Source: an optimization exercise on an open RTL-to-GDS flow (aim: small area). Production flows keep margins and buffers that such runs may drop. Function was checked by simulation only, so behaviour that the tests miss may differ from the original. No activity file was given, so power comes from the tool's default toggle rates.

## run 1
// CPU
module CPU (
    input wire clk,
    input wire reset,
    output wire [31:0] mem_addr,
    output wire [31:0] mem_wdata,
    output wire        mem_we,
    input  wire [31:0] mem_rdata
);
    reg [31:0] PC, MDR, RAA, A, B, ALUOut, HI, LO, EPC;
    reg [5:0]  IR_op;
    reg [9:0]  IR_rsrt;
    reg [15:0] IR_imm;
    wire [31:0] IR = {IR_op, IR_rsrt, IR_imm};
    wire [5:0]  opcode = IR[31:26];
    wire [5:0]  funct  = IR[5:0];
    wire [4:0]  rs     = IR[25:21];
    wire [4:0]  rt     = IR[20:16];
    wire [4:0]  rd     = IR[15:11];
    wire [15:0] imm    = IR[15:0];
    wire [31:0] sext   = {{16{imm[15]}}, imm};
    localparam [4:0]
        S_B    = 5'd0,  S_LS   = 5'd1,  S_LD   = 5'd2,  S_LX   = 5'd3,
        S_SW   = 5'd4,  S_SBH  = 5'd5,  S_ARI  = 5'd6,  S_ADDI = 5'd7,
        S_SLTI = 5'd8,  S_SLT  = 5'd9,  S_J    = 5'd10, S_JAL  = 5'd11,
        S_MULT = 5'd12, S_MF   = 5'd13, S_JR   = 5'd14, S_SHF  = 5'd15,
        S_S2R  = 5'd16, S_BR   = 5'd17, S_ADDM = 5'd18, S_SLLM = 5'd19,
        S_LUI  = 5'd20, S_EXC  = 5'd21;
    reg [4:0] st, st_n;
    reg [4:0] cnt, cnt_n;
    reg PC_W, Mem_W, MDR_W, RAA_W, IR_W, RB_W, EPC_W, HILO_W, AOW, PWC;
    reg [1:0] IorD, EC, RegDST, CB, SrcA;
    reg [2:0] SrcB, PCSrc, MemToReg;
    reg       AluSub, AluAnd, DivOuMult, WMS;
    reg PC_W_n, Mem_W_n, MDR_W_n, RAA_W_n, IR_W_n, RB_W_n, EPC_W_n, HILO_W_n, AOW_n, PWC_n;
    reg [1:0] IorD_n, EC_n, RegDST_n, CB_n, SrcA_n;
    reg [2:0] SrcB_n, PCSrc_n, MemToReg_n;
    reg       AluSub_n, AluAnd_n, DivOuMult_n, WMS_n;
    wire ovf;
    wire op_ls = (opcode == 6'd32) | (opcode == 6'd33) | (opcode == 6'd35) |
  ...
clock: 18.0 ns
lec_check: 0
cap_margin: 5
core_margin: 2
core_utilization: 50
cts_buf_list: sky130_fd_sc_hd__clkbuf_16
cts_cluster_diameter: 60
cts_cluster_size: 24
place_density: 0.65
slew_margin: 5
synth_hierarchical: 1
standard.sh (not shown) runs the stock make flow with config.mk's settings and CLKGATE_MAP_FILE= SYNTH_SCRIPT=/design/flow/synth_recipe.tcl, a recipe that flattens the netlist after the stock synthesis.
==> flow/flow/run.sh <==
#!/bin/bash
# Own layout flow: the standard ORFS flow (standard.sh, unchanged
# synthesis, floorplan, power grid and routing) with two changes:
#  - the clock tree is built without dummy balancing loads,
#  - port buffers use buf_1,

# make's full output goes to flow_make.log; each ORFS step writes its own
# log under orfs/logs/.
set -euo pipefail
bash standard.sh \
  "CTS_ARGS=-sink_clustering_enable -sink_clustering_size 24 -sink_clustering_max_diameter 60 -repair_clock_nets -dont_use_dummy_load -buf_list {sky130_fd_sc_hd__clkbuf_16}" \
  "BUFFER_PORTS_ARGS=-buffer_cell sky130_fd_sc_hd__buf_1" \
  finish > flow_make.log 2>&1
Run 1: no failed stages, no open violations at the end
> inputs changed (run 1 -> run 2)
==> flow/run.sh (new file) <==
#!/bin/bash
# synth_recipe.tcl (not shown) runs the flow's synth.tcl, then flattens the netlist and writes it again
# the make line also repeats each setting of config.mk as NAME=value (left out here)
make -C /OpenROAD-flow-scripts/flow DESIGN_CONFIG=/design/flow/config.mk WORK_HOME=/design/flow/orfs CLKGATE_MAP_FILE= SYNTH_SCRIPT=/design/flow/synth_recipe.tcl finish
removed: flow/flow/run.sh
removed: flow/standard.sh
[summary]
- Final area on run 2 is behind run 1.
- Compare run 1 and run 2 | share of final layout cell area taken by non-clock buffers lower: run 1
- Net load switching power on run 2 is up relative to run 1.
- Sort run 1 and run 2 by actual transition at the worst max-transition pin desc -> top: run 2
- The number of cells after detailed placement was comparable across run 1 and run 2.
- Wire length | run 2 below run 1
- NOTE number of CTS-inserted buffers run 1->run 2 decreased slightly
- [run 2 vs run 1] area added between synthesis and finish: higher in run 2
- ~same net switching fraction of the power in run 1 and run 2
- In the flow results for run 1 and run 2, the worst setup slack is smaller on run 2.
Changes in run 3 relative to run 2:
- changing CTS_CLUSTER_DIAMETER from 60 to 50
- changing CTS_CLUSTER_SIZE from 24 to 12
- changing CTS_BUF_LIST from sky130_fd_sc_hd__clkbuf_16 to sky130_fd_sc_hd__clkbuf_8
==> flow/flow/run.sh (new file) <==
#!/bin/bash
# Own layout flow: the standard ORFS flow (standard.sh, unchanged
# synthesis, floorplan, power grid and routing) with two changes:
#  - the clock tree is built without dummy balancing loads,
#  - port buffers use buf_1.
# make's full output goes to flow_make.log; each ORFS step writes its own
# log under orfs/logs/.
set -euo pipefail
bash standard.sh \
  "CTS_ARGS=-sink_clustering_enable -sink_clustering_size 12 -sink_clustering_max_diameter 50 -repair_clock_nets -dont_use_dummy_load -buf_list {sky130_fd_sc_hd__clkbuf_8}" \
  "BUFFER_PORTS_ARGS=-buffer_cell sky130_fd_sc_hd__buf_1" \
  finish > flow_make.log 2>&1
==> flow/standard.sh (new file) <==
#!/bin/bash
# synth_recipe.tcl (not shown) runs the flow's synth.tcl, then flattens the netlist and writes it again
# the make line also repeats each setting of config.mk as NAME=value (left out here)
make -C /OpenROAD-flow-scripts/flow DESIGN_CONFIG=/design/flow/config.mk WORK_HOME=/design/flow/orfs CLKGATE_MAP_FILE= SYNTH_SCRIPT=/design/flow/synth_recipe.tcl "${@:-finish}"
removed: flow/run.sh
Results
- Min portion of total power attributed to the clock network across run 3 and run 2: run 3
- Run 2 was larger in final cell area than run 3.
- Run 3 ended up with fewer standard cells than run 2.
- In the tables for run 3 and run 2, routed wire length reads higher with run 3.
- Run 3 vs run 2: detailed-routing iteration count for the pre-antenna-repair pass down in run 3
- Fraction of area in clock buffers and inverters: run 3 lower than run 2

what the ideal ports hide:
The results above use ideal ports. As a check the final layouts listed here were re-extracted and re-timed, cells and wires unchanged.
Step 1 sets driving cells, clkbuf_16 on the clock port and buf_2 on the other inputs (assumed; they add their load-dependent delay and slew).
Step 2 moves the port delays by t, midway between the first and last clock arrival at a register: inputs arrive t later, outputs are due t later. That takes back most of the time a late clock gives input paths.
Three values: no drivers, after step 1, after step 2; two values: the first two.
run	t (ns)	setup slack, ns	worst setup path after step 2	pins driven straight from the clock port
run 1	0.844	0.899 / 0.899 / 0.899	register to register	1
run 2	0.855	0.741 / 0.741 / 0.741	register to register	1
run 3	0.980	0.994 / 0.994 / 0.994	register to register	1
After both steps every run listed still meets setup and hold.
